Context: an optimization exercise on an open-source flow, tuned for small area and a short achievable clock period. The choices shown serve that exercise and are no tape-out recipe. RTL that was checked went through simulation tests only; none was proved equivalent to the original. No activity file was given, so power comes from the tool's default toggle rates.

build 31:
## arm16_core
module arm16_core(
    input clk,
    input rst,
    output [15:0] mem_addr,
    input [15:0] mem_rdata,
    input [3:0] dbg_sel,
    output [15:0] dbg,
    output exec
    );
reg ex;
reg [15:0] ir;
reg [15:0] r0, r1, r2, r3, r4, r5, r6, r7;
reg [7:0] asel;             
reg [7:0] bsel;             
reg bk_lo, bk_mid, bk_hi;   
reg inv, cin, ar, la;       
assign exec = ex;
assign mem_addr = r7;
wire [15:0] m = mem_rdata;
wire m_b = m[15:13] == 3'b110;
wire m_alui = m[15:14] == 2'b10;
wire m_a7 = m_b | (m[15:11] == 5'b11100 & m[7:4] == 4'b1111);
wire [2:0] m_asel = m_a7 ? 3'd7 : m[10:8];
wire m_breg = m[15:13] == 3'b111 & m[12:11] != 2'b00;
wire m_bk8 = m[15:14] != 2'b11;
wire m_bk4 = m[15:11] == 5'b11100;
wire [2:0] m_op = m_alui ? m[13:11] : m_b ? 3'd4 : m[6:4];
wire m_anone = m_op == 3'd0 | m_op == 3'd2;   
wire fetch_next = rst | ex;   
always @(posedge clk) begin
  ex <= ~rst & ~ex;
  if (fetch_next) begin
    asel <= 8'h80;            
    bsel <= 8'h00;
    bk_lo <= 1'b0;
    bk_mid <= 1'b0;
    bk_hi <= 1'b0;
    inv <= 1'b0;
    cin <= 1'b0;
    ar <= 1'b1;
    la <= 1'b0;
  end else begin
    asel <= m_anone ? 8'h00 : 8'h01 << m_asel;
    bsel <= m_breg ? 8'h01 << m[2:0] : 8'h00;
    bk_lo <= m_bk8 | m_b | m_bk4;
    bk_mid <= m_bk8 | m_b;
    bk_hi <= m_b;
    inv <= m_op == 3'd2 | m_op == 3'd6 | m_op == 3'd7;
    cin <= m_op == 3'd6;
    ar <= m_op[2];
    la <= m_op == 3'd1;
  end
end
wire [15:0] a;
regmux8 amux_(a, asel, r0, r1, r2, r3, r4, r5, r6, r7);
wire [15:0] b;
bmux bmux_(b, bsel, r0, r1, r2, r3, r4, r5, r6, r7,
  {{8{bk_hi}}, {4{bk_mid}}, {4{bk_lo}}}, {{8{ir[8]}}, ir[7:0]}, ex);
wire [15:0] y;
ALU alu_(y, a, b, inv, cin, ar, la);
wire [15:0] wd = rst ? 16'h0 : y;
wire [2:0] dst = ir[15:14] == 2'b10 ? ir[10:8] : 3'd7;
wire we = ex & ~rst;
always @(posedge clk) begin
  if (rst | ~ex) ir <= rst ? 16'h0 : mem_rdata;
  if (rst | we & dst == 3'd0) r0 <= wd;
  if (rst | we & dst == 3'd1) r1 <= wd;
  ...
==> flow/config.mk <==
export PLATFORM = sky130hd
export DESIGN_NAME = arm16_core
export DESIGN_NICKNAME = arm16_core
export VERILOG_FILES = /design/flow/design.v
export SDC_FILE = /design/flow/constraint.sdc
export NUM_CORES = 4
export LEC_CHECK = 0
export CAP_MARGIN = 20
export CORE_MARGIN = 2
export CORE_UTILIZATION = 55
export CTS_BUF_LIST = sky130_fd_sc_hd__clkbuf_8
export SETUP_SLACK_MARGIN = 3.9
export SLEW_MARGIN = 20
export SYNTH_HIERARCHICAL = 1
==> flow/constraint.sdc <==
create_clock -name core_clock -period 8.5 [get_ports {clk}]
set_input_delay 1.7000 -clock core_clock [delete_from_list [all_inputs] [get_ports {clk}]]
set_output_delay 1.7000 -clock core_clock [all_outputs]
set_load 0.01 [all_outputs]
standard.sh (not shown) runs the stock make flow with config.mk's settings and CLKGATE_MAP_FILE= SYNTH_SCRIPT=/design/flow/synth_recipe.tcl, a recipe that flattens the netlist after the stock synthesis.
==> flow/flow/run.sh <==
#!/bin/bash
# Own layout flow: the standard flow (standard synthesis, ORFS steps), with
#  - port buffers of the smallest buffer cell (every port still gets one),
#  - CTS without dummy clock loads.
# Each ORFS step writes its own log under orfs/logs/; make's output goes to make_finish.log.
set -euo pipefail
cd "$(dirname "$0")/.."
export BUFFER_PORTS_ARGS="-buffer_cell sky130_fd_sc_hd__buf_1"
export CTS_ARGS="-sink_clustering_enable -repair_clock_nets -buf_list sky130_fd_sc_hd__clkbuf_8 -dont_use_dummy_load"
bash standard.sh finish > make_finish.log 2>&1
Edits applied to the flow inputs when going from build 31 to build 97:
# build 31
export LEC_CHECK = 0
export CAP_MARGIN = 20
export CORE_MARGIN = 2
export CORE_UTILIZATION = 55
export CTS_BUF_LIST = sky130_fd_sc_hd__clkbuf_8
export SETUP_SLACK_MARGIN = 3.9
export SLEW_MARGIN = 20
export SYNTH_HIERARCHICAL = 1
create_clock -name core_clock -period 8.5 [get_ports {clk}]
# build 97
export LEC_CHECK = 0
export CAP_MARGIN = 20
export CORE_MARGIN = 2
export CORE_UTILIZATION = 65
export CTS_BUF_LIST = sky130_fd_sc_hd__clkbuf_8
export SETUP_SLACK_MARGIN = 3.9
export SLEW_MARGIN = 20
export SYNTH_HIERARCHICAL = 1
create_clock -name core_clock -period 8.5 [get_ports {clk}]
Findings:
- Build 97 | stages: all done | timing, DRC, antenna: all pass
- Build 97 vs build 31, global-route usage went up by 4.4 points.
- The layout overhead on the synthesized area number comes out higher for build 31 vs build 97.
- Re count of max-cap constraint violations: no difference whatsoever between build 31 and build 97.
- Across both runs, horizontal extent of the die was lower for build 97 than for build 31.
> inputs changed (build 97 -> build 32)
# build 97
export LEC_CHECK = 0
export CAP_MARGIN = 20
export CORE_MARGIN = 2
export CORE_UTILIZATION = 65
export CTS_BUF_LIST = sky130_fd_sc_hd__clkbuf_8
export SETUP_SLACK_MARGIN = 3.9
export SLEW_MARGIN = 20
export SYNTH_HIERARCHICAL = 1
create_clock -name core_clock -period 8.5 [get_ports {clk}]
# build 32
export LEC_CHECK = 0
export CAP_MARGIN = 20
export CORE_MARGIN = 2
export CORE_UTILIZATION = 40
export CTS_BUF_LIST = sky130_fd_sc_hd__clkbuf_8
export SETUP_SLACK_MARGIN = 3.9
export SLEW_MARGIN = 20
export SYNTH_HIERARCHICAL = 1
create_clock -name core_clock -period 8.5 [get_ports {clk}]
Findings:
Looking only at clock skew, and setting everything else aside, the lower value of build 97 and build 32 goes to build 97.
In build 32 the fraction of standard cell area that is sequential turned out 1.3 points lower than in build 97.
dbg[15] as the termination of the worst setup path was reported by build 97, and dbg[6] by build 32.
Across build 97 and build 32, none had a timing, DRC or antenna violation.
Diff build 97 -> build 32: detailed-route wire length per cell about even, wire length on met1 has increased.
diff inputs: build 32 => build 64
# build 32
export LEC_CHECK = 0
export CAP_MARGIN = 20
export CORE_MARGIN = 2
export CORE_UTILIZATION = 40
export CTS_BUF_LIST = sky130_fd_sc_hd__clkbuf_8
export SETUP_SLACK_MARGIN = 3.9
export SLEW_MARGIN = 20
export SYNTH_HIERARCHICAL = 1
create_clock -name core_clock -period 8.5 [get_ports {clk}]
# build 64
export LEC_CHECK = 0
export CAP_MARGIN = 20
export CORE_MARGIN = 2
export CORE_UTILIZATION = 55
export CTS_BUF_LIST = sky130_fd_sc_hd__clkbuf_8
export PLACE_DENSITY = 0.75
export SETUP_SLACK_MARGIN = 3.9
export SLEW_MARGIN = 20
export SYNTH_HIERARCHICAL = 1
create_clock -name core_clock -period 8.5 [get_ports {clk}]
Results
- Build 32 → build 64: fmax essentially unchanged, routed length on met2 down about 7%, post-route worst setup slack level, per-cell via count in the routed design now larger, fraction of power consumed by sequential logic higher.
- Compared with build 32, in build 64 via count shows an increase of 0.78%, routed length on met3 shows an increase of about 6%, portion of total power attributed to the clock network shows a reduction of 0.2 points, minimum period implied by the final worst setup slack shows no meaningful change.
- [diff] global-route wire length before repair, build 64 relative to build 32: improvement
- Lower effective utilization at floorplan among build 32 and build 64: build 32
#### Input delta (build 73 over build 64)
# build 64
export LEC_CHECK = 0
export CAP_MARGIN = 20
export CORE_MARGIN = 2
export CORE_UTILIZATION = 55
export CTS_BUF_LIST = sky130_fd_sc_hd__clkbuf_8
export PLACE_DENSITY = 0.75
export SETUP_SLACK_MARGIN = 3.9
export SLEW_MARGIN = 20
export SYNTH_HIERARCHICAL = 1
create_clock -name core_clock -period 8.5 [get_ports {clk}]
# build 73
export LEC_CHECK = 0
export CAP_MARGIN = 20
export CORE_MARGIN = 2
export CORE_UTILIZATION = 55
export CTS_BUF_LIST = sky130_fd_sc_hd__clkbuf_8
export SETUP_SLACK_MARGIN = 4.2
export SLEW_MARGIN = 20
export SYNTH_HIERARCHICAL = 1
create_clock -name core_clock -period 8.5 [get_ports {clk}]
==> comparison <==
Fraction of layout instances using a drive strength above 1 ends up higher on build 73.
Between build 73 and build 64, the power in the clock group does not differ in any meaningful way.
From build 64 to build 73 the numbers moved as follows: non-clock buffer count now larger, sequential fraction of design power decreased 0.8 points.
The following lists how build 59 was set up differently from build 73:
# build 73
export LEC_CHECK = 0
export CAP_MARGIN = 20
export CORE_MARGIN = 2
export CORE_UTILIZATION = 55
export CTS_BUF_LIST = sky130_fd_sc_hd__clkbuf_8
export SETUP_SLACK_MARGIN = 4.2
export SLEW_MARGIN = 20
export SYNTH_HIERARCHICAL = 1
create_clock -name core_clock -period 8.5 [get_ports {clk}]
# build 59
export LEC_CHECK = 0
export CAP_MARGIN = 20
export CORE_MARGIN = 2
export CORE_UTILIZATION = 40
export CTS_BUF_LIST = sky130_fd_sc_hd__clkbuf_8
export SETUP_SLACK_MARGIN = 3.6
export SLEW_MARGIN = 20
export SYNTH_HIERARCHICAL = 1
create_clock -name core_clock -period 8.5 [get_ports {clk}]
==> comparison <==
As of build 59, static power due to leakage had fallen by more than 10% compared to build 73. Comparing build 73 and build 59, fraction of standard cell area in multi-input logic is lower on build 73. Taking build 73 as the reference point, the layout overhead on the synthesized area of build 59 falls by 8.8 points. Looking at core utilization, build 59 sits 22 points lower than build 73 does. Max slew of the pin with the lowest slew margin across build 73 and build 59: build 59. Build 59 against build 73: final layout net count went down; part of the power in combinational logic fell 1.5 points.

========
arm16_core, a different RTL version from the one above (not shown whole).
Size: about 860 cells after synthesis, about 150 flip-flops, roughly 55 I/O pins, ~0.0092 mm2 of cells after synthesis.
Design arm16_core, start of the top module:
module arm16_core(
    input clk,
    input rst,
    output [15:0] mem_addr,
    input [15:0] mem_rdata,
    input [3:0] dbg_sel,
    output [15:0] dbg,
    output exec
    );
export LEC_CHECK = 0
export CAP_MARGIN = 20
export CORE_MARGIN = 2
export CORE_UTILIZATION = 40
export SETUP_SLACK_MARGIN = 4
export SLEW_MARGIN = 20
create_clock -name core_clock -period 8.5 [get_ports {clk}]
run.sh (not shown) runs the stock make flow with config.mk's settings and CLKGATE_MAP_FILE= SYNTH_SCRIPT=/design/flow/synth_recipe.tcl, a recipe that flattens the netlist after the stock synthesis.
Stock flow here: none of the scripts above is used.
Edit:
CORE_UTILIZATION = 60   (was 40)
Outcome: The changed run ran to the end with no violations. Routed wire length grows by 7.8%. Design area grows by 2.3%. Maximum frequency shrinks by 0.94%. Power grows by 2.9%. Clock power grows by 2.7%. Clock skew grows by 0.010 ns.
Edit:
CORE_UTILIZATION = 40   (was 60)
SETUP_SLACK_MARGIN = not set   (was 4)
What happened: Die area went up by 48%; worst setup slack gets worse by 1.7 ns; via count went down by 15%; non-clock buffer count went down by 106.
Edit:
SETUP_SLACK_MARGIN = 3   (was not set)
The new run finished with timing, DRC and antenna clean.
Routed wire length rises by 1.6%.
Sequential share of layout area falls by 0.89 points.
Final area rises by 2.3%.
Clock power hardly moves.
Global-route usage rises by 0.54 points.
Setup slack is better by 1.3 ns.
Via count rises by 1.0%.
No functional check of the RTL was part of any run of this note.

========
arm16_core, a different RTL version from the one above (not shown whole).
Size: roughly 680 cells after synthesis, ~170 flip-flops.
Settings: LEC_CHECK=0, CAP_MARGIN=20, CORE_MARGIN=2, CORE_UTILIZATION=55, CTS_BUF_LIST=sky130_fd_sc_hd__clkbuf_8, SETUP_SLACK_MARGIN=3.9, SLEW_MARGIN=20, SYNTH_HIERARCHICAL=1; clock period 8.5 ns.
standard.sh (not shown) runs the stock make flow with config.mk's settings and CLKGATE_MAP_FILE= SYNTH_SCRIPT=/design/flow/synth_recipe.tcl, a recipe that flattens the netlist after the stock synthesis.
==> flow/flow/run.sh <==
#!/bin/bash
# Own layout flow: the standard flow (standard synthesis, ORFS steps), with
#  - port buffers of the smallest buffer cell (every port still gets one),
#  - CTS without dummy clock loads.
# Each ORFS step writes its own log under orfs/logs/; make's output goes to make_finish.log.
set -euo pipefail
cd "$(dirname "$0")/.."
export BUFFER_PORTS_ARGS="-buffer_cell sky130_fd_sc_hd__buf_1"
export CTS_ARGS="-sink_clustering_enable -repair_clock_nets -sink_clustering_size 50 -sink_clustering_max_diameter 300 -root_buf sky130_fd_sc_hd__clkbuf_8 -buf_list sky130_fd_sc_hd__clkbuf_16 -dont_use_dummy_load"
bash standard.sh finish > make_finish.log 2>&1
The first run produced a clean layout.
Change:
--- a/flow/flow/run.sh
+++ b/flow/flow/run.sh
@@ -9 +9 @@
-export CTS_ARGS="-sink_clustering_enable -repair_clock_nets -sink_clustering_size 50 -sink_clustering_max_diameter 300 -root_buf sky130_fd_sc_hd__clkbuf_8 -buf_list sky130_fd_sc_hd__clkbuf_16 -dont_use_dummy_load"
+export CTS_ARGS="-sink_clustering_enable -repair_clock_nets -buf_list sky130_fd_sc_hd__clkbuf_8 -dont_use_dummy_load"
- PLACE_DENSITY: unset -> 0.75
Result:
- The changed run finished clean
- power falls by 8.6%
- via count shrinks by 1.0%
- register-to-register slack barely changes
- critical path depth shrinks by 1
Change:
- CORE_UTILIZATION: 55 -> 40
- PLACE_DENSITY: 0.75 -> unset
What happened: Core utilization decreases by 16 points. Clock skew grows by 0.0051 ns. Global-route usage went down by 7.8 points. Hold slack gains 0.076 ns. Flip-flop and latch count stays the same. Routed wire length went up by 8.0%. Cell area climbs by 3.5%. Area after synthesis stays the same. Non-clock buffer count grows by 6. Cell count came out higher by 9.9%.
Function was not checked in any run of this note: the RTL went through the layout flow alone.

========
maple:
Starting RTL as in the previous note.
Settings: LEC_CHECK=0, CAP_MARGIN=20, CORE_MARGIN=2, CORE_UTILIZATION=55, CTS_BUF_LIST=sky130_fd_sc_hd__clkbuf_8, SETUP_SLACK_MARGIN=3.7, SLEW_MARGIN=20, SYNTH_HIERARCHICAL=1; clock period 8.5 ns.
==> flow/flow/run.sh <==
#!/bin/bash
# Own layout flow: the standard flow (standard synthesis, ORFS steps), with
#  - port buffers of the smallest buffer cell (every port still gets one),
#  - CTS without dummy clock loads.
# Each ORFS step writes its own log under orfs/logs/; make's output goes to make_finish.log.
set -euo pipefail
cd "$(dirname "$0")/.."
export BUFFER_PORTS_ARGS="-buffer_cell sky130_fd_sc_hd__buf_1"
export CTS_ARGS="-sink_clustering_enable -repair_clock_nets -buf_list sky130_fd_sc_hd__clkbuf_8 -dont_use_dummy_load"
bash standard.sh finish > make_finish.log 2>&1
maple reached the end of the flow, and the finished layout is clean on the timing, DRC and antenna checks.
[inputs] birch vs maple
- SETUP_SLACK_MARGIN changed from 3.7 to 3.9
### Flow results
Design area (higher): birch
birch vs maple: multi-input combinational cell area up by a few percent
Pin slew with the least headroom to its limit for birch: 0.0080 ns up relative to maple
In terms of sequential power, maple and birch differ only marginally.
Taking maple as the reference, in birch non-clock buffer count up 4; highest achievable clock rate up 8.3 MHz.
Routed wire length is higher on birch
No run of this note included a check of the RTL's function; only the layout flow was run.

========
Setup of v38:
Another version of the RTL of arm16_core (not shown whole).
For scale: about 830 cells after synthesis, about 170 flip-flops, about 55 I/O pins.
==> flow/config.mk <==
export PLATFORM = sky130hd
export DESIGN_NAME = arm16_core
export DESIGN_NICKNAME = arm16_core
export VERILOG_FILES = /design/flow/design.v
export SDC_FILE = /design/flow/constraint.sdc
export NUM_CORES = 4
export LEC_CHECK = 0
export CAP_MARGIN = 20
export CORE_MARGIN = 2
export CORE_UTILIZATION = 65
export CTS_BUF_LIST = sky130_fd_sc_hd__clkbuf_8
export SETUP_SLACK_MARGIN = 3.9
export SLEW_MARGIN = 20
export SYNTH_HIERARCHICAL = 1
==> flow/constraint.sdc <==
create_clock -name core_clock -period 8.5 [get_ports {clk}]
set_input_delay 1.7000 -clock core_clock [delete_from_list [all_inputs] [get_ports {clk}]]
set_output_delay 1.7000 -clock core_clock [all_outputs]
set_load 0.01 [all_outputs]
Scripts as last shown in full above: flow/flow/run.sh
v38 completed every stage of the flow, and the final layout passed the timing, DRC and antenna checks.
> inputs changed (v38 -> v20)
-- flow/config.mk --
<<< v38, line 8
export CAP_MARGIN = 20
export CORE_MARGIN = 2
export CORE_UTILIZATION = 65
export CTS_BUF_LIST = sky130_fd_sc_hd__clkbuf_8
export SETUP_SLACK_MARGIN = 3.9
export SLEW_MARGIN = 20
export SYNTH_HIERARCHICAL = 1
>>> v20, line 8
export CAP_MARGIN = 20
export CORE_MARGIN = 2
export CORE_UTILIZATION = 55
export CTS_BUF_LIST = sky130_fd_sc_hd__clkbuf_8
export SETUP_SLACK_MARGIN = 4.2
export SLEW_MARGIN = 20
export SYNTH_HIERARCHICAL = 1
- The net count of the finished layout in v20 sits 9 above the value recorded for v38.
- Diff v20..v38 | share of total power in the clock network | negligible
- Of v20 and v38, it is v20 that has the higher actual slew at the worst max-slew pin.
- In v20 the critical path depth in cells turned out 2 higher than in v38.
- Number of clock buffers in the layout: v38 vs v20 identical
- Die size: v20 exceeds v38
Input changes introduced in v47 (baseline for comparison: v20):
-- flow/config.mk --
<<< v20, line 10
export CORE_UTILIZATION = 55
export CTS_BUF_LIST = sky130_fd_sc_hd__clkbuf_8
export SETUP_SLACK_MARGIN = 4.2
export SLEW_MARGIN = 20
export SYNTH_HIERARCHICAL = 1
>>> v47, line 10
export CORE_UTILIZATION = 55
export CTS_BUF_LIST = sky130_fd_sc_hd__clkbuf_8
export SETUP_SLACK_MARGIN = 3.9
export SLEW_MARGIN = 20
export SYNTH_HIERARCHICAL = 1
## What came out
Re net count reported at finish: v20 was higher than v47. Compared with v20, v47 shows a count of buffers added by post-CTS timing repair for setup that is 2 lower. Setup slack in v47 is larger than in v20. There was hardly any difference in clock power between v20 and v47.
The inputs of v24 differ from those of v47 as listed below.
-- flow/flow/run.sh --
<<< v47, line 7
cd "$(dirname "$0")/.."
export BUFFER_PORTS_ARGS="-buffer_cell sky130_fd_sc_hd__buf_1"
export CTS_ARGS="-sink_clustering_enable -repair_clock_nets -buf_list sky130_fd_sc_hd__clkbuf_8 -dont_use_dummy_load"
bash standard.sh finish > make_finish.log 2>&1
>>> v24, line 7
cd "$(dirname "$0")/.."
export BUFFER_PORTS_ARGS="-buffer_cell sky130_fd_sc_hd__buf_1"
export SETUP_MOVE_SEQUENCE="sizeup,swap,buffer,clone"
export CTS_ARGS="-sink_clustering_enable -repair_clock_nets -buf_list sky130_fd_sc_hd__clkbuf_8 -dont_use_dummy_load"
bash standard.sh finish > make_finish.log 2>&1
-- flow/config.mk --
<<< v47, line 10
export CORE_UTILIZATION = 55
export CTS_BUF_LIST = sky130_fd_sc_hd__clkbuf_8
export SETUP_SLACK_MARGIN = 3.9
export SLEW_MARGIN = 20
export SYNTH_HIERARCHICAL = 1
>>> v24, line 10
export CORE_UTILIZATION = 55
export CTS_BUF_LIST = sky130_fd_sc_hd__clkbuf_8
export SETUP_SLACK_MARGIN = 4.1
export SLEW_MARGIN = 20
export SYNTH_HIERARCHICAL = 1
[summary]
v47 -> v24: inserted tap cell count delta 0, exact match
Final total power grows slightly when moving from v47 to v24.
v24 ended up with a higher non-clock buffer count than v47 did.
On global routing usage on met3, v47 and v24 are neck and neck.
In the flow results for v47 and v24, the register-to-register slack is smaller on v47.
Compared with v47, v24 shows number of global-route vias before repair that has gone up slightly.
In the tables for v47 and v24, worst hold margin reads lower with v24.
Re count of pins on the block boundary: no difference whatsoever between v24 and v47.
Relative to v47, internal cell power has gone up in v24.
v24 ends up with a final area that is 4.0% higher than in v47.

==> afterwards: timing with drivers on the ports <==
The flow's constraints put no driver on any port. The routed layouts listed below were extracted and timed again, unchanged, in two steps. Step 1 (the two cells are an assumption about what drives the block):
set clk [get_ports {clk}]
set_driving_cell -lib_cell sky130_fd_sc_hd__clkbuf_16 $clk
set_driving_cell -lib_cell sky130_fd_sc_hd__buf_2 [delete_from_list [all_inputs] $clk]
Step 2 moves the port delays by t, midway between the first and last clock arrival at a register: inputs arrive t later, outputs are due t later. That takes back most of the time a late clock gives input paths. Slacks: ideal / step 1 / step 2; pairs: ideal / step 1.
run | t, ns | setup WS [ns] | pins driven straight from the clock port
build 31 | 0.492 | 3.922 / 3.860 / 3.860 | 1
build 97 | 0.486 | 3.921 / 3.864 / 3.864 | 1
build 32 | 0.489 | 3.915 / 3.774 / 3.774 | 1
build 64 | 0.476 | 3.913 / 3.864 / 3.864 | 1
build 73 | 0.496 | 3.940 / 3.704 / 3.704 | 1
build 59 | 0.486 | 3.667 / 3.636 / 3.636 | 1
the first run of note 2 | 0.468 | 3.552 / 3.384 / 3.384 | 1
the second run of note 2 | 0.475 | 3.505 / 3.420 / 3.420 | 1
the third run of note 2 | 0.472 | 1.806 / 1.784 / 1.784 | 1
the fourth run of note 2 | 0.474 | 3.098 / 3.074 / 3.074 | 1
the first run of note 3 | 0.570 | 3.878 / 3.794 / 3.794 | 1
the second run of note 3 | 0.493 | 3.877 / 3.777 / 3.777 | 1
the third run of note 3 | 0.496 | 3.841 / 3.734 / 3.734 | 1
maple | 0.484 | 3.709 / 3.679 / 3.679 | 1
birch | 0.489 | 3.892 / 3.813 / 3.813 | 1
v38 | 0.516 | 3.905 / 3.862 / 3.862 | 1
v20 | 0.498 | 3.866 / 3.816 / 3.816 | 1
v47 | 0.498 | 3.871 / 3.827 / 3.827 | 1
v24 | 0.498 | 3.862 / 3.812 / 3.812 | 1
After both steps every run listed still meets setup and hold. The setup slack of build 73, which loses most, moves by -0.236 ns with the drivers and by -0.236 ns with both steps.
